This design comes from an exercise in tuning for small area, a short achievable clock period and few clock cycles on the open sky130 flow, not from production work. In this exercise RTL edits were held to simulation tests only and were not proved equivalent to the original. Power figures rest on the tool's default switching activity, not on a simulated workload.

==> willow <==
// systolic_mm
module systolic_mm (
    input clk,
    input rst_n,
    input in_valid,
    input in_last,
    input [55:0] a_col,
    input [55:0] b_row,
    output reg out_valid,
    output reg [55:0] out_data
);
clock: 7.5 ns
lec_check: 0
abc_clock_period_in_ps: 3000
cap_margin: 20
core_margin: 2
core_utilization: 50
cts_cluster_diameter: 80
cts_cluster_size: 30
setup_slack_margin: 4.3
slew_margin: 20
synth_hierarchical: 1
synth_minimum_keep_size: 0
run.sh (not shown) runs the stock make flow with config.mk's settings and CLKGATE_MAP_FILE= SYNTH_SCRIPT=/design/flow/synth_recipe.tcl, a recipe that flattens the netlist after the stock synthesis.
==> onyx: changes against willow <==
--- a/flow/design.v
+++ b/flow/design.v
@@ -1,16 +1,21 @@
 module mod_mult_m_14 (
     input  wire        clk,
+    input  wire        rst_n,
     input  wire        st,           
     input  wire [20:0] e,
     input  wire [13:0] b,
     output reg  [33:0] acc_s,
     output reg  [33:0] acc_c
 );
-wire clr_s, clr_c;
-flag_reg #(.W(1)) u_clr_s (.clk(clk), .d(st), .q(clr_s));
-flag_reg #(.W(1)) u_clr_c (.clk(clk), .d(st), .q(clr_c));
+reg clr;
+always @(posedge clk or negedge rst_n) begin
+    if (!rst_n)
+        clr <= 1'b0;
+    else
+        clr <= st;
+end
 wire [6:0] neg = e[6:0];
 wire [6:0] one = e[13:7];
 wire [6:0] two = e[20:14];
 wire [14:0] b1 = {1'b0, b};         
 wire [14:0] b2 = {b, 1'b0};         
@@ -19,12 +24,12 @@
 wire [14:0] pp2 = (({15{one[2]}} & b1) | ({15{two[2]}} & b2)) ^ {15{neg[2]}};
 wire [14:0] pp3 = (({15{one[3]}} & b1) | ({15{two[3]}} & b2)) ^ {15{neg[3]}};
 wire [14:0] pp4 = (({15{one[4]}} & b1) | ({15{two[4]}} & b2)) ^ {15{neg[4]}};
 wire [14:0] pp5 = (({15{one[5]}} & b1) | ({15{two[5]}} & b2)) ^ {15{neg[5]}};
 wire [14:0] pp6 = (({15{one[6]}} & b1) | ({15{two[6]}} & b2)) ^ {15{neg[6]}};
-wire [33:0] gs = clr_s ? 34'd0 : acc_s;
-wire [33:0] gc = clr_c ? 34'd0 : acc_c;
+wire [33:0] gs = clr ? 34'd0 : acc_s;
+wire [33:0] gc = clr ? 34'd0 : acc_c;
 wire n1 = neg[6] ^ gs[12];
 wire n2 = neg[6] & gs[12];
 wire n3 = gs[13] ^ gc[13];
 wire n4 = gs[13] & gc[13];
 wire n5 = gs[14] ^ gc[14];
@@ -333,18 +338,10 @@
 always @(posedge clk) begin
     acc_s <= {n306, n304, n302, n300, n298, n296, n294, n292, n290, n288, n286, n284, n282, n280, n278, n276, n274, n272, n270, n268, n266, n264, n262, n260, n258, n256, n254, n252, n250, n248, n246, n244, n242, n240};
     acc_c <= {n305, n303, n301, n299, n297, n295, n293, n291, n289, n287, n285, n283, n281, n279, n277, n275, n273, n271, n269, n267, n265, n263, n261, n259, n257, n255, n253, n251, n249, n247, n245, n243, n241, n178};
 end
 endmodule
-module flag_reg #(parameter W = 1) (
-    input  wire         clk,
-    input  wire [W-1:0] d,
-    output reg  [W-1:0] q
-);
-    always @(posedge clk)
-        q <= d;
-endmodule
 module fa_cell (
     input  wire a,
     input  wire b,
     input  wire c,
     output wire s,
@@ -683,10 +680,11 @@
 generate
     for (gi = 0; gi < 4; gi = gi + 1) begin : g_row
         for (gj = 0; gj < 4; gj = gj + 1) begin : g_col
             mod_mult_m_14 u_mac (
                 .clk(clk),
+                .rst_n(rst_n),
                 .st(st_pe[gi]),
                 .e(e_row[gi]),
                 .b(b_row_d[gi][gj*14 +: 14]),
                 .acc_s(acc_s[gi][gj]),
                 .acc_c(acc_c[gi][gj])
@@ -697,10 +695,11 @@
 wire [13:0] res [0:3];
 generate
     for (gj = 0; gj < 4; gj = gj + 1) begin : g_red
         mod_red u_red (
             .clk(clk),
+            .rst_n(rst_n),
             .ls(ls_d),
             .acc_s({acc_s[3][gj], acc_s[2][gj], acc_s[1][gj], acc_s[0][gj]}),
             .acc_c({acc_c[3][gj], acc_c[2][gj], acc_c[1][gj], acc_c[0][gj]}),
             .res(res[gj])
         );
@@ -708,18 +707,23 @@
 endgenerate
 always @(*) out_data = {res[3], res[2], res[1], res[0]};
 endmodule
 module mod_red (
     input  wire         clk,
+    input  wire         rst_n,
     input  wire [3:0]   ls,           
     input  wire [135:0] acc_s,        
     input  wire [135:0] acc_c,
     output reg  [13:0]  res
 );
-wire [3:0] fin_s, fin_c;
-flag_reg #(.W(4)) u_fin_s (.clk(clk), .d(ls), .q(fin_s));
-flag_reg #(.W(4)) u_fin_c (.clk(clk), .d(ls), .q(fin_c));
+reg [3:0] fin;
+always @(posedge clk or negedge rst_n) begin
+    if (!rst_n)
+        fin <= 4'd0;
+    else
+        fin <= ls;
+end
 function [13:0] lut0;       
     input [3:0] v;
     reg [223:0] tbl;
     begin
         tbl = {14'd12269, 14'd8174, 14'd4079, 14'd12273, 14'd8178, 14'd4083, 14'd12277, 14'd8182, 14'd4087, 14'd12281, 14'd8186, 14'd4091, 14'd12285, 14'd8190, 14'd4095, 14'd0};
@@ -756,35 +760,44 @@
     begin
         tbl = {14'd9551, 14'd6813, 14'd4075, 14'd1337, 14'd10888, 14'd8150, 14'd5412, 14'd2674, 14'd6877, 14'd4139, 14'd1401, 14'd10952, 14'd8214, 14'd5476, 14'd2738, 14'd0};
         lut4 = tbl[v * 14 +: 14];
     end
 endfunction
+function [15:0] cconst;          
+    input [2:0] h;
+    input [1:0] k;
+    reg [127:0] tbl0, tbl1, tbl2;
+    begin
+        tbl0 = {16'd4087, 16'd12281, 16'd8186, 16'd4091, 16'd12285, 16'd8190, 16'd4095, 16'd0};
+        tbl1 = {16'd57334, 16'd65528, 16'd61433, 16'd57338, 16'd65532, 16'd61437, 16'd57342, 16'd53247};
+        tbl2 = {16'd45045, 16'd53239, 16'd49144, 16'd45049, 16'd53243, 16'd49148, 16'd45053, 16'd40958};
+        case (k)
+            2'd0: cconst = tbl0[h * 16 +: 16];
+            2'd1: cconst = tbl1[h * 16 +: 16];
+            default: cconst = tbl2[h * 16 +: 16];
+        endcase
+    end
+endfunction
 function [13:0] final_red;
     input [16:0] t;
-    reg [159:0] rk_tbl;
-    reg [111:0] neg_tbl;
-    reg [4:0] rk;               
-    reg [3:0] lo;               
-    reg [8:0] mid;              
-    reg [1:0] hi;               
+    reg [15:0] c0, c1, c2;
     begin
-        rk_tbl = {5'd10, 5'd10, 5'd25, 5'd9, 5'd9, 5'd24, 5'd8, 5'd8, 5'd23, 5'd15, 5'd7, 5'd22, 5'd14, 5'd6, 5'd21, 5'd13, 5'd5, 5'd20, 5'd12, 5'd4, 5'd19, 5'd11, 5'd3, 5'd18, 5'd10, 5'd2, 5'd17, 5'd9, 5'd1, 5'd16, 5'd8, 5'd0};
-        neg_tbl = {14'd12288, 14'd12287, 14'd12286, 14'd12285, 14'd12284, 14'd12283, 14'd0, 14'd0};
-        rk = rk_tbl[t[16:12] * 5 +: 5];
-        lo = {1'b0, t[2:0]} - {1'b0, rk[2:0]};
-        mid = lo[3] ? t[11:3] - 9'd1 : t[11:3];
-        hi = (lo[3] && t[11:3] == 9'd0) ? rk[4:3] - 2'd1 : rk[4:3];
-        if (lo[3] && t[11:3] == 9'd0 && rk[4:3] == 2'd0)
-            final_red = neg_tbl[lo[2:0] * 14 +: 14];     
+        c0 = {2'b00, t[13:0]} + cconst(t[16:14], 2'd0);
+        c1 = {2'b00, t[13:0]} + cconst(t[16:14], 2'd1);
+        c2 = {2'b00, t[13:0]} + cconst(t[16:14], 2'd2);
+        if (!c2[15])
+            final_red = c2[13:0];
+        else if (!c1[15])
+            final_red = c1[13:0];
         else
-            final_red = {hi, mid, lo[2:0]};
+            final_red = c0[13:0];
     end
 endfunction
-wire [33:0] xs = ({34{fin_s[0]}} & acc_s[33:0])   | ({34{fin_s[1]}} & acc_s[67:34]) |
-                 ({34{fin_s[2]}} & acc_s[101:68]) | ({34{fin_s[3]}} & acc_s[135:102]);
-wire [33:0] xc = ({34{fin_c[0]}} & acc_c[33:0])   | ({34{fin_c[1]}} & acc_c[67:34]) |
-                 ({34{fin_c[2]}} & acc_c[101:68]) | ({34{fin_c[3]}} & acc_c[135:102]);
+wire [33:0] xs = ({34{fin[0]}} & acc_s[33:0])   | ({34{fin[1]}} & acc_s[67:34]) |
+                 ({34{fin[2]}} & acc_s[101:68]) | ({34{fin[3]}} & acc_s[135:102]);
+wire [33:0] xc = ({34{fin[0]}} & acc_c[33:0])   | ({34{fin[1]}} & acc_c[67:34]) |
+                 ({34{fin[2]}} & acc_c[101:68]) | ({34{fin[3]}} & acc_c[135:102]);
 wire [33:0] xa_p = xs ^ xc;
 wire [33:0] xa_g = xs & xc;
 wire [33:0] xa_c;
 pfx34 u_xa (.g(xa_g), .p(xa_p), .c(xa_c));
 wire [33:0] xa = xa_p ^ {xa_c[32:0], 1'b0};
Settings changed: CTS_CLUSTER_DIAMETER 80 to not set, CTS_CLUSTER_SIZE 30 to not set, SETUP_SLACK_MARGIN 4.3 to 4.2.
==> impl_results.md <==
- Pin count of the biggest net entering global routing: 57
- CP arrival: 4.06 ns
- Status: complete, no violations
- Hold WS: 0.322 ns
(the above is from willow)
==> impl_results.md <==
- Status: complete, no violations
- Pin count of the biggest net entering global routing: 69
- Hold WS: 0.324 ns
- CP arrival: 4.16 ns
(the above is from onyx)
Testbench counts of willow, summed over its fixed seeds: cycles 6,216.
Testbench counts of onyx, summed over its fixed seeds: cycles 6,216.

---

==> maple <==
systolic_mm, a different RTL version from the one above (not shown whole).
clock: 7.5 ns
lec_check: 0
abc_clock_period_in_ps: 3000
cap_margin: 20
core_margin: 2
core_utilization: 70
cts_cluster_diameter: 80
cts_cluster_size: 30
place_density: 0.78
setup_slack_margin: 4.45
slew_margin: 20
synth_hierarchical: 1
synth_minimum_keep_size: 0
standard.sh (not shown) runs the stock make flow with config.mk's settings and CLKGATE_MAP_FILE= SYNTH_SCRIPT=/design/flow/synth_recipe.tcl, a recipe that flattens the netlist after the stock synthesis.
==> flow/flow/run.sh <==
#!/bin/bash
set -euo pipefail
export BUFFER_PORTS_ARGS="-buffer_cell sky130_fd_sc_hd__buf_4"
bash standard.sh finish > standard_flow.log 2>&1
==> raven (differences from maple) <==
--- a/flow/config.mk
+++ b/flow/config.mk
@@ -10,6 +10,5 @@
 export CORE_MARGIN = 2
-export CORE_UTILIZATION = 70
+export CORE_UTILIZATION = 50
 export CTS_CLUSTER_DIAMETER = 80
 export CTS_CLUSTER_SIZE = 30
-export PLACE_DENSITY = 0.78
 export SETUP_SLACK_MARGIN = 4.45
==> summary of the runs <==
maple finished with timing, DRC and antenna clean. raven passed the timing, DRC and antenna checks. Clock skew is about the same in raven and maple. Against raven, the core utilization of maple is higher by 21 points. Of raven and maple, raven has the higher maximum frequency (gap about 0.7%, measured against maple). In synthesized area, maple and raven do not differ. Between raven and maple, the lower clock power is in maple (gap about 15%, measured against maple). Against raven, the sequential share of layout area of maple is higher by 0.31 points. Between maple and raven, the lower routed wire length is in maple (gap 2.0%, measured against raven). Against raven, the clock-buffer cell count of maple is lower by 24. Of maple and raven, raven has the higher die area (gap 28%, measured against raven).
Testbench counts of maple, summed over its fixed seeds: cycles 6,216.
Testbench counts of raven, summed over its fixed seeds: cycles 6,216.

---

==> v13 <==
RTL: one of the versions met above, not the one the previous note started from.
## systolic_mm
module systolic_mm (
    input clk,
    input rst_n,
    input in_valid,
    input in_last,
    input [55:0] a_col,
    input [55:0] b_row,
    output reg out_valid,
    output reg [55:0] out_data
);
Settings: LEC_CHECK=0, ABC_CLOCK_PERIOD_IN_PS=3000, CAP_MARGIN=20, CORE_MARGIN=2, CORE_UTILIZATION=65, PLACE_DENSITY=0.72, SETUP_SLACK_MARGIN=4.2, SLEW_MARGIN=20, SYNTH_HIERARCHICAL=1, SYNTH_MINIMUM_KEEP_SIZE=0; clock period 7.5 ns.
run.sh (not shown) runs the stock make flow with config.mk's settings and CLKGATE_MAP_FILE= SYNTH_SCRIPT=/design/flow/synth_recipe.tcl, a recipe that flattens the netlist after the stock synthesis.
Stock flow here: none of the scripts above is used.
==> v37 (differences from v13) <==
--- a/flow/design.v
+++ b/flow/design.v
@@ -1,31 +1,32 @@
 module mod_mult_m_14 (
     input  wire        clk,
+    input  wire        rst_n,
     input  wire        st,           
     input  wire [20:0] e,
     input  wire [13:0] b,
     output reg  [33:0] acc_s,
     output reg  [33:0] acc_c
 );
-wire clr_s, clr_c;
-flag_reg #(.W(1)) u_clr_s (.clk(clk), .d(st), .q(clr_s));
-flag_reg #(.W(1)) u_clr_c (.clk(clk), .d(st), .q(clr_c));
+reg clr;
+always @(posedge clk)
+    clr <= st;
 wire [6:0] neg = e[6:0];
 wire [6:0] one = e[13:7];
 wire [6:0] two = e[20:14];
 wire [14:0] b1 = {1'b0, b};         
 wire [14:0] b2 = {b, 1'b0};         
 wire [14:0] pp0 = (({15{one[0]}} & b1) | ({15{two[0]}} & b2)) ^ {15{neg[0]}};
 wire [14:0] pp1 = (({15{one[1]}} & b1) | ({15{two[1]}} & b2)) ^ {15{neg[1]}};
 wire [14:0] pp2 = (({15{one[2]}} & b1) | ({15{two[2]}} & b2)) ^ {15{neg[2]}};
 wire [14:0] pp3 = (({15{one[3]}} & b1) | ({15{two[3]}} & b2)) ^ {15{neg[3]}};
 wire [14:0] pp4 = (({15{one[4]}} & b1) | ({15{two[4]}} & b2)) ^ {15{neg[4]}};
 wire [14:0] pp5 = (({15{one[5]}} & b1) | ({15{two[5]}} & b2)) ^ {15{neg[5]}};
 wire [14:0] pp6 = (({15{one[6]}} & b1) | ({15{two[6]}} & b2)) ^ {15{neg[6]}};
-wire [33:0] gs = clr_s ? 34'd0 : acc_s;
-wire [33:0] gc = clr_c ? 34'd0 : acc_c;
+wire [33:0] gs = clr ? 34'd0 : acc_s;
+wire [33:0] gc = clr ? 34'd0 : acc_c;
 wire n1 = neg[6] ^ gs[12];
 wire n2 = neg[6] & gs[12];
 wire n3 = gs[13] ^ gc[13];
 wire n4 = gs[13] & gc[13];
 wire n5 = gs[14] ^ gc[14];
 wire n6 = gs[14] & gc[14];
@@ -332,20 +333,12 @@
 fa_cell u_n306 (.a(gc[33]), .b(gs[32]), .c(n239), .s(n306), .co(n307));
 always @(posedge clk) begin
     acc_s <= {n306, n304, n302, n300, n298, n296, n294, n292, n290, n288, n286, n284, n282, n280, n278, n276, n274, n272, n270, n268, n266, n264, n262, n260, n258, n256, n254, n252, n250, n248, n246, n244, n242, n240};
     acc_c <= {n305, n303, n301, n299, n297, n295, n293, n291, n289, n287, n285, n283, n281, n279, n277, n275, n273, n271, n269, n267, n265, n263, n261, n259, n257, n255, n253, n251, n249, n247, n245, n243, n241, n178};
 end
 endmodule
-module flag_reg #(parameter W = 1) (
-    input  wire         clk,
-    input  wire [W-1:0] d,
-    output reg  [W-1:0] q
-);
-    always @(posedge clk)
-        q <= d;
-endmodule
 module fa_cell (
     input  wire a,
     input  wire b,
     input  wire c,
     output wire s,
     output wire co
@@ -682,12 +675,13 @@
 genvar gi, gj;
 generate
     for (gi = 0; gi < 4; gi = gi + 1) begin : g_row
         for (gj = 0; gj < 4; gj = gj + 1) begin : g_col
             mod_mult_m_14 u_mac (
                 .clk(clk),
+                .rst_n(rst_n),
                 .st(st_pe[gi]),
                 .e(e_row[gi]),
                 .b(b_row_d[gi][gj*14 +: 14]),
                 .acc_s(acc_s[gi][gj]),
                 .acc_c(acc_c[gi][gj])
             );
@@ -696,31 +690,33 @@
 endgenerate
 wire [13:0] res [0:3];
 generate
     for (gj = 0; gj < 4; gj = gj + 1) begin : g_red
         mod_red u_red (
             .clk(clk),
+            .rst_n(rst_n),
             .ls(ls_d),
             .acc_s({acc_s[3][gj], acc_s[2][gj], acc_s[1][gj], acc_s[0][gj]}),
             .acc_c({acc_c[3][gj], acc_c[2][gj], acc_c[1][gj], acc_c[0][gj]}),
             .res(res[gj])
         );
     end
 endgenerate
 always @(*) out_data = {res[3], res[2], res[1], res[0]};
 endmodule
 module mod_red (
     input  wire         clk,
+    input  wire         rst_n,
     input  wire [3:0]   ls,           
     input  wire [135:0] acc_s,        
     input  wire [135:0] acc_c,
     output reg  [13:0]  res
 );
-wire [3:0] fin_s, fin_c;
-flag_reg #(.W(4)) u_fin_s (.clk(clk), .d(ls), .q(fin_s));
-flag_reg #(.W(4)) u_fin_c (.clk(clk), .d(ls), .q(fin_c));
+reg [3:0] fin;
+always @(posedge clk)
+    fin <= ls;
 function [13:0] lut0;       
     input [3:0] v;
     reg [223:0] tbl;
     begin
         tbl = {14'd12269, 14'd8174, 14'd4079, 14'd12273, 14'd8178, 14'd4083, 14'd12277, 14'd8182, 14'd4087, 14'd12281, 14'd8186, 14'd4091, 14'd12285, 14'd8190, 14'd4095, 14'd0};
         lut0 = tbl[v * 14 +: 14];
@@ -755,37 +751,46 @@
     reg [223:0] tbl;
     begin
         tbl = {14'd9551, 14'd6813, 14'd4075, 14'd1337, 14'd10888, 14'd8150, 14'd5412, 14'd2674, 14'd6877, 14'd4139, 14'd1401, 14'd10952, 14'd8214, 14'd5476, 14'd2738, 14'd0};
         lut4 = tbl[v * 14 +: 14];
     end
 endfunction
+function [15:0] cconst;          
+    input [2:0] h;
+    input [1:0] k;
+    reg [127:0] tbl0, tbl1, tbl2;
+    begin
+        tbl0 = {16'd4087, 16'd12281, 16'd8186, 16'd4091, 16'd12285, 16'd8190, 16'd4095, 16'd0};
+        tbl1 = {16'd57334, 16'd65528, 16'd61433, 16'd57338, 16'd65532, 16'd61437, 16'd57342, 16'd53247};
+        tbl2 = {16'd45045, 16'd53239, 16'd49144, 16'd45049, 16'd53243, 16'd49148, 16'd45053, 16'd40958};
+        case (k)
+            2'd0: cconst = tbl0[h * 16 +: 16];
+            2'd1: cconst = tbl1[h * 16 +: 16];
+            default: cconst = tbl2[h * 16 +: 16];
+        endcase
+    end
+endfunction
 function [13:0] final_red;
     input [16:0] t;
-    reg [159:0] rk_tbl;
-    reg [111:0] neg_tbl;
-    reg [4:0] rk;               
-    reg [3:0] lo;               
-    reg [8:0] mid;              
-    reg [1:0] hi;               
+    reg [15:0] c0, c1, c2;
     begin
-        rk_tbl = {5'd10, 5'd10, 5'd25, 5'd9, 5'd9, 5'd24, 5'd8, 5'd8, 5'd23, 5'd15, 5'd7, 5'd22, 5'd14, 5'd6, 5'd21, 5'd13, 5'd5, 5'd20, 5'd12, 5'd4, 5'd19, 5'd11, 5'd3, 5'd18, 5'd10, 5'd2, 5'd17, 5'd9, 5'd1, 5'd16, 5'd8, 5'd0};
-        neg_tbl = {14'd12288, 14'd12287, 14'd12286, 14'd12285, 14'd12284, 14'd12283, 14'd0, 14'd0};
-        rk = rk_tbl[t[16:12] * 5 +: 5];
-        lo = {1'b0, t[2:0]} - {1'b0, rk[2:0]};
-        mid = lo[3] ? t[11:3] - 9'd1 : t[11:3];
-        hi = (lo[3] && t[11:3] == 9'd0) ? rk[4:3] - 2'd1 : rk[4:3];
-        if (lo[3] && t[11:3] == 9'd0 && rk[4:3] == 2'd0)
-            final_red = neg_tbl[lo[2:0] * 14 +: 14];     
+        c0 = {2'b00, t[13:0]} + cconst(t[16:14], 2'd0);
+        c1 = {2'b00, t[13:0]} + cconst(t[16:14], 2'd1);
+        c2 = {2'b00, t[13:0]} + cconst(t[16:14], 2'd2);
+        if (!c2[15])
+            final_red = c2[13:0];
+        else if (!c1[15])
+            final_red = c1[13:0];
         else
-            final_red = {hi, mid, lo[2:0]};
+            final_red = c0[13:0];
     end
 endfunction
-wire [33:0] xs = ({34{fin_s[0]}} & acc_s[33:0])   | ({34{fin_s[1]}} & acc_s[67:34]) |
-                 ({34{fin_s[2]}} & acc_s[101:68]) | ({34{fin_s[3]}} & acc_s[135:102]);
-wire [33:0] xc = ({34{fin_c[0]}} & acc_c[33:0])   | ({34{fin_c[1]}} & acc_c[67:34]) |
-                 ({34{fin_c[2]}} & acc_c[101:68]) | ({34{fin_c[3]}} & acc_c[135:102]);
+wire [33:0] xs = ({34{fin[0]}} & acc_s[33:0])   | ({34{fin[1]}} & acc_s[67:34]) |
+                 ({34{fin[2]}} & acc_s[101:68]) | ({34{fin[3]}} & acc_s[135:102]);
+wire [33:0] xc = ({34{fin[0]}} & acc_c[33:0])   | ({34{fin[1]}} & acc_c[67:34]) |
+                 ({34{fin[2]}} & acc_c[101:68]) | ({34{fin[3]}} & acc_c[135:102]);
 wire [33:0] xa_p = xs ^ xc;
 wire [33:0] xa_g = xs & xc;
 wire [33:0] xa_c;
 pfx34 u_xa (.g(xa_g), .p(xa_p), .c(xa_c));
 wire [33:0] xa = xa_p ^ {xa_c[32:0], 1'b0};
 reg [33:0] x_r;
- CORE_UTILIZATION: 65 -> 50
- PLACE_DENSITY: 0.72 -> not set
==> summary of the runs <==
- Core utilization: v37 is lower than v13 (16 points).
- Between v13 and v37, the lower clock power is in v13 (gap about 3%, measured against v37).
- Against v13, the area after synthesis of v37 is larger by about 2%.
- Against v37, the combinational power of v13 is smaller by 8.0%.
- Between v13 and v37, the lower maximum frequency is in v13 (gap about 0.9%, measured against v37).
- Between v13 and v37, the lower first-iteration DRC count is in v37 (gap 13%, measured against v37).
- Between v37 and v13, the lower clock skew is in v13 (gap 0.0058 ns).
- Of v13 and v37, v37 has the higher design area (gap about 3%, measured against v37).
- Against v13, the wire length of v37 is larger by 0.34%.
==> figures <==
| metric | v13 | v37 |
|---|---|---|
| Total power per unit cell area | 543 nW/µm² | 556 nW/µm² |
| Final wirelength | 543000 µm | 544000 µm |
| Critical path's largest stage delay | 0.59 ns | 0.63 ns |
| Startpoint of the worst register-to-register path | g_red[2].u_red.u_fin_s.q[1] | g_red[1].u_red.fin[0] |
| Clock tree buffer count of the final layout | 286 | 308 |
| Inserted Diodes | 35 | 40 |
| Number of placed instances, taps included | 16400 | 17900 |
| Die footprint | 244000 µm² | 323000 µm² |
| Post CTS Setup Buffer Count | 118 | 191 |
| Num tapcells | 3167 | 4180 |
| P_int | 49.9 mW | 52.1 mW |
| Status | no timing/DRC/antenna violations | no timing/DRC/antenna violations |
| Clock latency reported for the late side of the worst-skew pair | 0.91 ns | 0.99 ns |
| Leak Pwr | 68.5 nW | 69.7 nW |
| Number of antenna violations at the first check in global routing | 22 | 21 |
| Part of the total power dissipated in sequential elements | 23.6% | 21.8% |
| Worst ir drop on vdd | 0.000348 V | 0.000325 V |
| Largest fanout of any net on the critical path | 34 | 68 |
| Final instance area | 169000 µm² | 174000 µm² |
Testbench counts of v13, summed over its fixed seeds: cycles 6,216.
Testbench counts of v37, summed over its fixed seeds: cycles 6,216.

port drivers added, routing unchanged:
The flow's constraints put no driver on any port. The routed layouts listed below were extracted and timed again, unchanged, in two steps.
Step 1 (the two cells are an assumption about what drives the block):
set clk [get_ports {clk}]
set_driving_cell -lib_cell sky130_fd_sc_hd__clkbuf_16 $clk
set_driving_cell -lib_cell sky130_fd_sc_hd__buf_2 [delete_from_list [all_inputs] $clk]
Step 2, shift: input delay + t, output delay - t, t = (earliest + latest rising clock arrival at the registers) / 2. This alone moves slack from input paths to output paths.
Three values: no drivers, after step 1, after step 2; two values: the first two.
run | t (ns) | slack for setup (ns) | hold slack, ns | worst setup path after step 2 | worst register clock-pin slew, ns
willow | 0.996 | 4.255 / 4.255 / 3.576 | 0.322 / 0.322 / 0.322 | input to register | 0.11 / 0.11
onyx | 1.038 | 4.129 / 4.129 / 3.385 | 0.324 / 0.324 / 0.324 | input to register | 0.07 / 0.07
maple | 0.945 | 4.348 / 4.348 / 3.961 | 0.337 / 0.337 / 0.337 | input to register | 0.12 / 0.12
raven | 0.985 | 4.369 / 4.369 / 4.108 | 0.322 / 0.322 / 0.322 | input to register | 0.12 / 0.12
v13 | 0.984 | 4.141 / 4.141 / 3.451 | 0.303 / 0.303 / 0.303 | input to register | 0.07 / 0.07
v37 | 1.067 | 4.169 / 4.168 / 3.246 | 0.303 / 0.303 / 0.303 | input to register | 0.07 / 0.07
After both steps setup and hold are still met in every run listed. For v37, which loses most, drivers alone change the setup slack by -0.001 ns; drivers and shift together by -0.923 ns.
